Background: an optimization exercise with open tools, aiming at small area, a short achievable clock period and few clock cycles. Do not read the settings as production practice. The RTL was checked by simulation tests, not by an equivalence proof against the original design.

== north ==
Design JAM, start of the top module:
module JAM (
input CLK,
input RST,
output reg [2:0] W,
output reg [2:0] J,
input [6:0] Cost,
output reg [3:0] MatchCount,
output reg [9:0] MinCost,
output reg Valid );
localparam P_COL = 2'd0, P_ROW = 2'd1, P_INIT = 2'd2, P_DFS = 2'd3;
reg [1:0]  phase;
reg        done;
reg [6:0]  colm [0:7];    
reg [6:0]  rowm [0:7];    
reg [2:0]  am [0:7];      
reg [10:0] P0;            
reg [10:0] P [1:6];       
reg [2:0]  job [0:6];     
reg [7:0]  U;             
reg        adv;           
reg [11:0] thr;           
integer k;
wire [6:0] cm  = colm[J];
wire [6:0] d2  = Cost - cm;
wire [6:0] rm  = rowm[W];
wire [6:0] nc  = (W == 3'd0 || Cost < cm) ? Cost : cm;
wire       tr  = (J == 3'd0 || d2 <= rm);
wire [6:0] nr  = tr ? d2 : rm;
wire thr_neg = thr[11];
wire thr_big = |thr[10:7];
wire ok   = !adv && !thr_neg && (thr_big || Cost <= thr[6:0]);
wire less = !thr_neg && (thr_big || Cost < thr[6:0]);
wire leaf = (W == 3'd7);
wire push = ok && !leaf;
wire better = leaf && ok && less;
wire [2:0] ca     = am[W];
wire [7:0] candN  = ~U & ~(8'd1 << ca) & ((J == ca) ? 8'hff : (8'hfe << J));
reg  [2:0] nxt; reg has_nxt;
always @(*) begin
    has_nxt = 1'b0; nxt = 3'd0;
    for (k = 7; k >= 0; k = k - 1)
        if (candN[k]) begin has_nxt = 1'b1; nxt = k; end
end
wire [2:0] W1    = W + 3'd1;
wire [7:0] freeP = ~(U | (8'd1 << J));
wire [2:0] na    = am[W1];
reg  [2:0] first;
always @(*) begin
    first = 3'd0;
    for (k = 7; k >= 0; k = k - 1)
        if (freeP[k]) first = k;
    if (freeP[na]) first = na;
end
wire [2:0] Wm    = W - 3'd1;
wire [2:0] pj    = job[Wm];
wire [2:0] pa    = am[Wm];
wire [7:0] Up    = U & ~(8'd1 << pj);
wire [7:0] candP = ~Up & ~(8'd1 << pa) & ((pj == pa) ? 8'hff : (8'hfe << pj));
reg  [2:0] pnxt; reg has_pnxt;
always @(*) begin
    has_pnxt = 1'b0; pnxt = 3'd0;
    for (k = 7; k >= 0; k = k - 1)
        if (candP[k]) begin has_pnxt = 1'b1; pnxt = k; end
end
wire [2:0] pc = has_pnxt ? pnxt : pj;
  ...
For scale: roughly 2000 cells after synthesis, about 22000 um2 of cells after synthesis.
export LEC_CHECK = 0
export CAP_MARGIN = 20
export CORE_MARGIN = 2
export CORE_UTILIZATION = 40
export SLEW_MARGIN = 20
create_clock -name core_clock -period 8.0 [get_ports {CLK}]
run.sh (not shown) runs the stock make flow with config.mk's settings and CLKGATE_MAP_FILE= SYNTH_SCRIPT=/design/flow/synth_recipe.tcl, a recipe that flattens the netlist after the stock synthesis.
The flow did not stop early for north: all stages ran, and the layout cleared the timing, design-rule and antenna checks.
Testbench counts of north, summed over its fixed seeds: cycles 8,908.
diff inputs: north => south
# north
export LEC_CHECK = 0
export CAP_MARGIN = 20
export CORE_MARGIN = 2
export CORE_UTILIZATION = 40
export SLEW_MARGIN = 20
create_clock -name core_clock -period 8.0 [get_ports {CLK}]
# south
export LEC_CHECK = 0
export ABC_CLOCK_PERIOD_IN_PS = 3500
export CAP_MARGIN = 20
export CORE_MARGIN = 2
export CORE_UTILIZATION = 40
export SETUP_SLACK_MARGIN = 4.5
export SLEW_MARGIN = 20
create_clock -name core_clock -period 8.0 [get_ports {CLK}]
==> comparison <==
- Going from north to south, number of endpoints failing setup at the final stage comparable; headroom to the max-slew limit now smaller; flip-flop and latch count comparable.

* * *

Setup of run a:
The RTL this note starts from:
==> flow/design.v <==
module JAM (
input CLK,
input RST,
output reg [2:0] W,
output reg [2:0] J,
input [6:0] Cost,
output reg [3:0] MatchCount,
output reg [9:0] MinCost,
output reg Valid );
localparam P_COL = 3'd0, P_ROW = 3'd1, P_INS = 3'd2, P_INIT = 3'd3, P_DFS = 3'd4, P_DONE = 3'd5;
reg [2:0]  phase;
reg [6:0]  colm [0:7];    
reg [2:0]  lid  [0:7];    
reg [6:0]  lrm  [0:7];    
reg [2:0]  lam  [0:7];    
reg [2:0]  lkey [0:7];    
reg [6:0]  crm;
reg [2:0]  cam;
reg [2:0]  ckey;
reg [7:0]  Lh;            
reg [10:0] P0;            
reg [10:0] P [1:6];       
reg [2:0]  job [0:6];     
reg [7:0]  U;             
reg [6:0]  hm;            
reg [6:0]  T;             
reg        adv;           
reg [11:0] G;             
reg [6:0]  cmJ;           
integer k;
wire [6:0] cm  = colm[J];
wire [6:0] d2  = Cost - cm;
wire [6:0] nc  = (W == 3'd0 || Cost < cm) ? Cost : cm;
wire       lt2 = (J == 3'd0 || d2 < crm);
wire       eq2 = (d2 == crm);
wire [2:0] ins_id = W - 3'd1;
reg  [7:0] gt;
always @(*) begin
    for (k = 0; k < 8; k = k + 1)
        gt[k] = (k >= ins_id) || (lkey[k] > ckey);
end
wire do_ins = (phase == P_ROW && J == 3'd0 && W != 3'd0) || (phase == P_INS);
wire [7:0] Lup = {Lh[6:0], 1'b0};      
reg  [6:0] rm1;                        
reg  [2:0] na, ca, wup;                
always @(*) begin
    rm1 = 7'd0; na = 3'd0; ca = 3'd0; wup = 3'd0;
    for (k = 0; k < 8; k = k + 1) begin
        rm1 = rm1 | ({7{Lup[k]}} & lrm[k]);
        na  = na  | ({3{Lup[k]}} & lam[k]);
        wup = wup | ({3{Lup[k]}} & lid[k]);
        ca  = ca  | ({3{Lh[k]}}  & lam[k]);
    end
end
wire [11:0] thr = G + {5'd0, cmJ};
wire thr_neg = thr[11];
wire thr_big = |thr[10:7];
wire ok   = !adv && !thr_neg && (thr_big || Cost <= thr[6:0]);
wire less = !thr_neg && (thr_big || Cost < thr[6:0]);
wire leaf = Lh[7];
wire push = ok && !leaf;
wire better = leaf && ok && less;
wire [7:0] candN  = ~U & ~(8'd1 << ca) & ((J == ca) ? 8'hff : (8'hfe << J));
reg  [2:0] nxt; reg has_nxt;
always @(*) begin
    has_nxt = 1'b0; nxt = 3'd0;
    for (k = 7; k >= 0; k = k - 1)
        if (candN[k]) begin has_nxt = 1'b1; nxt = k; end
end
wire [7:0] freeP = ~(U | (8'd1 << J));
reg  [2:0] first;
always @(*) begin
    first = 3'd0;
    for (k = 7; k >= 0; k = k - 1)
        if (freeP[k]) first = k;
    if (freeP[na]) first = na;
end
reg  [6:0] lowerT;     
reg  [6:0] Tn;         
always @(*) begin
    for (k = 0; k < 7; k = k + 1)
        lowerT[k] = (k < 6) ? |(T >> (k + 1)) : 1'b0;
    Tn = 7'd0;
    for (k = 0; k < 7; k = k + 1)
        if (hm[k] && lowerT[k]) Tn = 7'd1 << k;
end
wire any = |T;
reg  [2:0] tj, ta, tw;    
reg  [10:0] Pt;           
reg  [7:0] Ut;            
always @(*) begin
    tj = 3'd0; ta = 3'd0; tw = 3'd0; Ut = 8'd0;
    for (k = 0; k < 7; k = k + 1) begin
        tj = tj | ({3{T[k]}} & job[k]);
        ta = ta | ({3{T[k]}} & lam[k]);
        tw = tw | ({3{T[k]}} & lid[k]);
        Ut = Ut | ({8{lowerT[k]}} & (8'd1 << job[k]));
    end
    Pt = {11{T[0]}} & P0;
    for (k = 1; k < 7; k = k + 1)
        Pt = Pt | ({11{T[k]}} & P[k]);
end
wire [7:0] candP = ~Ut & ~(8'd1 << ta) & ((tj == ta) ? 8'hff : (8'hfe << tj));
reg  [2:0] pnxt;
always @(*) begin
    pnxt = 3'd0;
    for (k = 7; k >= 0; k = k - 1)
        if (candP[k]) pnxt = k;
end
function [23:0] csa;    
    input [11:0] x, y, z;
    begin
        csa[11:0]  = x ^ y ^ z;
        csa[23:12] = {(x[10:0] & y[10:0]) | (x[10:0] & z[10:0]) | (y[10:0] & z[10:0]), 1'b0};
    end
endfunction
wire [11:0] e_cm   = {5'd0, cmJ};
wire [11:0] e_rm1  = {5'd0, rm1};
wire [11:0] n_cost = ~{5'd0, Cost};
wire [11:0] n_min  = ~{2'd0, MinCost};
wire [23:0] gp1 = csa(G, e_cm, e_rm1);
wire [23:0] gp2 = csa(gp1[11:0], gp1[23:12], n_cost);
wire [11:0] g_push = gp2[11:0] + gp2[23:12] + 12'd1;
wire [23:0] pp3 = csa(gp2[11:0], gp2[23:12], n_min);
wire [11:0] p_push = pp3[11:0] + pp3[23:12] + 12'd2;
wire [23:0] lc1 = csa({2'd0, MinCost}, ~G, ~e_cm);
wire [23:0] lc2 = csa(lc1[11:0], lc1[23:12], {5'd0, Cost});
wire [11:0] leafsum = lc2[11:0] + lc2[23:12] + 12'd2;
wire [9:0]  leafcost = leafsum[9:0];
wire [11:0] g_pop   = {Pt[10], Pt} + {2'd0, MinCost};
reg  [10:0] Pc;
always @(*) begin
    Pc = {11{Lh[0]}} & P0;
    for (k = 1; k < 7; k = k + 1)
        Pc = Pc | ({11{Lh[k]}} & P[k]);
end
wire [11:0] g_adv   = {Pc[10], Pc} + {2'd0, MinCost};
always @(posedge CLK) begin
    if (phase == P_COL) colm[J] <= nc;
    if (phase == P_ROW) begin
        if (lt2) begin
            crm <= d2;
            cam <= J;
            ckey <= 3'd0;
        end else if (eq2) begin
            cam <= J;
            ckey <= ckey + 3'd1;
        end
    end
    if (do_ins) begin
        for (k = 0; k < 8; k = k + 1)
            if (gt[k]) begin
                if (k > 0 && gt[k - 1]) begin
                    lid[k]  <= lid[k - 1];
                    lrm[k]  <= lrm[k - 1];
                    lam[k]  <= lam[k - 1];
                    lkey[k] <= lkey[k - 1];
                end else begin
                    lid[k]  <= ins_id;
                    lrm[k]  <= crm;
                    lam[k]  <= cam;
                    lkey[k] <= ckey;
                end
            end
    end
    if (phase == P_DFS && push) begin
        for (k = 0; k < 7; k = k + 1)
            if (Lh[k]) begin
                job[k] <= J;
                hm[k] <= has_nxt;
            end
        for (k = 1; k < 7; k = k + 1)
            if (Lup[k]) P[k] <= p_push[10:0];
    end
end
always @(posedge CLK or posedge RST) begin
    if (RST) begin
        phase <= P_COL;
        W <= 3'd0;
        J <= 3'd0;
        Lh <= 8'd1;
        T <= 7'd0;
        U <= 8'd0;
        adv <= 1'b0;
        G <= 12'd0;
        cmJ <= 7'd0;
        P0 <= 11'd0;
        MinCost <= 10'd1023;
        MatchCount <= 4'd0;
        Valid <= 1'b0;
    end else begin
        case (phase)
        P_COL: begin
            {J, W} <= {J, W} + 6'd1;
            if (W == 3'd7 && J == 3'd7) phase <= P_ROW;
        end
        P_ROW: begin
            if (W == 3'd0) P0 <= P0 - {4'd0, cm};
            else if (J == 3'd0) P0 <= P0 - {4'd0, crm};
            {W, J} <= {W, J} + 6'd1;
            if (W == 3'd7 && J == 3'd7) phase <= P_INS;
        end
        P_INS: begin
            P0 <= P0 - {4'd0, crm};
            phase <= P_INIT;
        end
        P_INIT: begin
            P0 <= P0 + {4'd0, lrm[0]};
            G <= 12'd1023 + {P0[10], P0} + {5'd0, lrm[0]};
            cmJ <= colm[lam[0]];
            W <= lid[0];
            J <= lam[0];
            phase <= P_DFS;
        end
        P_DFS: begin
            adv <= 1'b0;
            if (better) begin
                MinCost <= leafcost;
                MatchCount <= 4'd1;
            end else if (leaf && ok)
                MatchCount <= MatchCount + 4'd1;
            if (push) begin
                U <= U | (8'd1 << J);
                Lh <= Lup;
                if (has_nxt) T <= Lh[6:0];
                W <= wup;
                J <= first;
                G <= g_push;
                cmJ <= colm[first];
            end else if (has_nxt && !leaf) begin
                J <= nxt;
                cmJ <= colm[nxt];
                if (adv) G <= g_adv;
            end else if (!any) begin
                phase <= P_DONE;
                Valid <= 1'b1;
            end else begin
                Lh <= {1'b0, T};
                T <= Tn;
                W <= tw;
                U <= Ut;
                if (better) begin
                    J <= tj;
                    adv <= 1'b1;
                end else begin
                    J <= pnxt;
                    G <= g_pop;
                    cmJ <= colm[pnxt];
                end
            end
        end
        default: ;
        endcase
    end
end
endmodule
make LEC_CHECK=0 CAP_MARGIN=20 CORE_MARGIN=2 CORE_UTILIZATION=40 SETUP_SLACK_MARGIN=3.0 SLEW_MARGIN=20 finish   # period 8.0 ns
Every stage of the flow completed for run a, and the final layout passed the timing, design-rule and antenna checks.
Testbench counts of run a, summed over its fixed seeds: cycles 4,969.
Edits applied to the flow inputs when going from run a to run b:
Settings: a change of SETUP_SLACK_MARGIN from 3.0 to 3.5.
Run b packs its core more tightly than run a.
Delta(number of cells on the worst reg-to-reg path, run b - run a) < 0
~same post-place instance area in run a and run b
In the flow results for run a and run b, the relative area of clock buffers and inverters in the final design is larger on run a.
Layout sequential cell count came out exactly the same in run a and run b.
What run a reported for count of cell instances traversed by the critical path has to be multiplied by 0.926 to get the figure for run b.

* * *

JAM, a different RTL version from the one above (not shown whole).
For scale: ~2,300 cells after synthesis, ~350 flip-flops, roughly 30 I/O pins, ~0.024 mm2 of cells after synthesis.
==> flow/design.v (excerpt) <==
module JAM (
input CLK,
input RST,
output reg [2:0] W,
output reg [2:0] J,
input [6:0] Cost,
output reg [3:0] MatchCount,
output reg [9:0] MinCost,
output reg Valid );
==> flow/config.mk <==
export PLATFORM = sky130hd
export DESIGN_NAME = JAM
export DESIGN_NICKNAME = JAM
export VERILOG_FILES = /design/flow/design.v
export SDC_FILE = /design/flow/constraint.sdc
export NUM_CORES = 4
export LEC_CHECK = 0
export CAP_MARGIN = 20
export CORE_MARGIN = 2
export CORE_UTILIZATION = 40
export SETUP_SLACK_MARGIN = 3.5
export SLEW_MARGIN = 20
==> flow/constraint.sdc <==
create_clock -name core_clock -period 8.0 [get_ports {CLK}]
set_input_delay 1.6000 -clock core_clock [delete_from_list [all_inputs] [get_ports {CLK}]]
set_output_delay 1.6000 -clock core_clock [all_outputs]
set_load 0.01 [all_outputs]
The starting point finished clean.
Testbench counts at the start, summed over its fixed seeds: cycles 5,308.
==> next run, changes <==
- SETUP_SLACK_MARGIN: 3.5 -> 3.0
After rerunning: Clock-buffer cell count increases by 9; setup slack is worse by 250 ps; routed wire length goes down by 3.1%; cell area shrinks by 3.8%; clock skew increases by 16 ps; synthesized area is unchanged; global-route usage went down by 1.1 points; sequential cell count stays the same; synthesized cell count is unchanged.

* * *

Another version of the RTL of JAM (not shown whole).
Size in the first run: roughly 350 flip-flops, about 30 I/O pins.
==> flow/config.mk <==
export PLATFORM = sky130hd
export DESIGN_NAME = JAM
export DESIGN_NICKNAME = JAM
export VERILOG_FILES = /design/flow/design.v
export SDC_FILE = /design/flow/constraint.sdc
export NUM_CORES = 4
export LEC_CHECK = 0
export CAP_MARGIN = 20
export CORE_MARGIN = 2
export CORE_UTILIZATION = 60
export CTS_BUF_LIST = sky130_fd_sc_hd__clkbuf_8
export SETUP_SLACK_MARGIN = 3.8
export SLEW_MARGIN = 20
==> flow/constraint.sdc <==
create_clock -name core_clock -period 8.0 [get_ports {CLK}]
set_input_delay 1.6000 -clock core_clock [delete_from_list [all_inputs] [get_ports {CLK}]]
set_output_delay 1.6000 -clock core_clock [all_outputs]
set_load 0.01 [all_outputs]
Testbench counts at the start, summed over its fixed seeds: cycles 5,268.
Rerun with:
- CORE_UTILIZATION: 60 -> 50
- SETUP_SLACK_MARGIN: 3.8 -> 3.5
What happened:
- non-clock buffer count decreases by 37
- design area fell by 2.3%
- wire length is higher by about 1.2%
- setup slack gets worse by 0.082 ns
- area after synthesis stays the same
- die area is higher by 20%
- core utilization goes down by 13 points
- register-to-register slack got worse by 0.08 ns
- clock-buffer cell count goes up by 3
- synthesized cell count does not change
Rerun with:
- CORE_UTILIZATION: 50 -> 60
What happened:
- The new run passed the timing, design-rule and antenna checks
- register-to-register slack is better by 0.09 ns
- routed wire length came out lower by about 7%
- via count came out lower by 0.41%
- worst hold slack hardly moves

* * *

JAM, a different RTL version from the one above (not shown whole).
For scale: about 2100 cells after synthesis, roughly 30 I/O pins.
export LEC_CHECK = 0
export CAP_MARGIN = 20
export CORE_MARGIN = 2
export CORE_UTILIZATION = 60
export SETUP_SLACK_MARGIN = 3.8
export SLEW_MARGIN = 20
create_clock -name core_clock -period 8.0 [get_ports {CLK}]
Testbench counts at the start, summed over its fixed seeds: cycles 5,268.
Change:
Settings changed: CORE_UTILIZATION 60 to 68, CTS_BUF_LIST set to sky130_fd_sc_hd__clkbuf_8, SETUP_SLACK_MARGIN 3.8 to 3.5.
The changed run passed the timing, design-rule and antenna checks; final area goes down by a few percent; sequential share of layout area is higher by 2.2 points; hold slack got worse by 0.027 ns; clock skew is higher by 0.013 ns; critical path depth decreases by 1; area after synthesis is unchanged; synthesized cell count is unchanged; die area decreases by roughly a tenth; worst setup slack degrades by 0.12 ns.
Change:
Settings changed: CORE_UTILIZATION 68 to 60.
The changed run ran to the end with no violations.
Clock-buffer cell count went down by 1.
Cell area climbs slightly.
First-iteration DRC count is lower by about a fifth.
Synthesized area does not change.
Change:
Settings changed: CTS_BUF_LIST sky130_fd_sc_hd__clkbuf_8 to unset, SETUP_SLACK_MARGIN 3.5 to 3.2.
- The new run went through all stages and came out clean
- worst setup slack got worse by 0.19 ns
- worst hold slack improves by 0.034 ns
- design area shrinks by 1.0%
Change:
Settings changed: CTS_BUF_LIST set to sky130_fd_sc_hd__clkbuf_4 sky130_fd_sc_hd__clkbuf_8, CTS_CLUSTER_SIZE set to 40, SETUP_SLACK_MARGIN 3.2 to 3.5.
Hold slack gets worse by 0.033 ns.
Utilization rose by 1.1 points.
Setup slack is better by 0.15 ns.
Via count is higher by 1.8%.
Design area climbs by 1.7%.
Non-clock buffer count grows by 31.
Die area does not change.
Wire length rose by 2.2%.
Global-route usage increases by 0.55 points.
Change:
Settings changed: CORE_UTILIZATION 60 to 50, CTS_BUF_LIST sky130_fd_sc_hd__clkbuf_4 sky130_fd_sc_hd__clkbuf_8 to unset, CTS_CLUSTER_SIZE 40 to unset.
What happened: The changed run went through all stages and came out clean. Cell area climbs by about 1.5%. Worst setup slack got worse by 0.077 ns. Count of clock-buffer cells in the layout drops by 20. Maximum frequency drops by about 1.7%. Area after synthesis stays the same. Cell count climbs by about 2.4%. Via count drops by about 1.8%.

afterwards: timing with drivers on the ports:
No port has a modelled driver above. Below, the same layouts with a new extraction and two added sets of constraints.
Step 1 (the two cells are an assumption about what drives the block):
set clk [get_ports {CLK}]
set_driving_cell -lib_cell sky130_fd_sc_hd__clkbuf_16 $clk
set_driving_cell -lib_cell sky130_fd_sc_hd__buf_2 [delete_from_list [all_inputs] $clk]
Step 2 adds t to the input delays and takes it off the output delays; t is the mean of the earliest and latest rising clock arrival at the registers after step 1. Input paths then give back, and output paths get back, about the clock's delay inside the block.
Slacks: no drivers / after step 1 / after step 2; pairs: no drivers / after step 1.
run	t, ns	setup slack, ns	worst hold slack (ns)	latest minus earliest clock arrival (ns)
north	0.599	0.310 / 0.310 / 0.162	0.493 / 0.493 / 0.493	0.034 / 0.035
south	0.613	0.236 / 0.236 / 0.236	0.516 / 0.516 / 0.516	0.047 / 0.047
run a	0.655	2.833 / 2.833 / 2.567	0.477 / 0.477 / 0.477	0.037 / 0.037
run b	0.647	2.950 / 2.950 / 2.649	0.530 / 0.530 / 0.530	0.041 / 0.041
the first run of note 3	0.633	3.114 / 3.114 / 2.810	0.559 / 0.559 / 0.559	0.017 / 0.017
the second run of note 3	0.627	2.862 / 2.862 / 2.567	0.566 / 0.566 / 0.566	0.035 / 0.034
the first run of note 4	0.724	3.564 / 3.564 / 2.958	0.561 / 0.561 / 0.561	0.051 / 0.051
the second run of note 4	0.734	3.482 / 3.482 / 2.861	0.470 / 0.470 / 0.470	0.051 / 0.050
the third run of note 4	0.732	3.572 / 3.572 / 2.906	0.470 / 0.470 / 0.470	0.046 / 0.046
the first run of note 5	0.617	3.365 / 3.365 / 2.994	0.486 / 0.486 / 0.486	0.018 / 0.018
the second run of note 5	0.716	3.240 / 3.240 / 2.839	0.458 / 0.458 / 0.458	0.032 / 0.031
the third run of note 5	0.710	3.491 / 3.491 / 2.868	0.470 / 0.470 / 0.470	0.038 / 0.037
the fourth run of note 5	0.619	3.301 / 3.333 / 2.715	0.504 / 0.504 / 0.504	0.017 / 0.017
the fifth run of note 5	0.704	3.455 / 3.455 / 2.857	0.472 / 0.472 / 0.472	0.042 / 0.042
the sixth run of note 5	0.633	3.378 / 3.378 / 2.958	0.509 / 0.509 / 0.509	0.035 / 0.035
After both steps setup and hold are still met in every run listed. For the third run of note 4, which loses most, drivers alone change the setup slack by 0.000 ns; drivers and shift together by -0.666 ns.
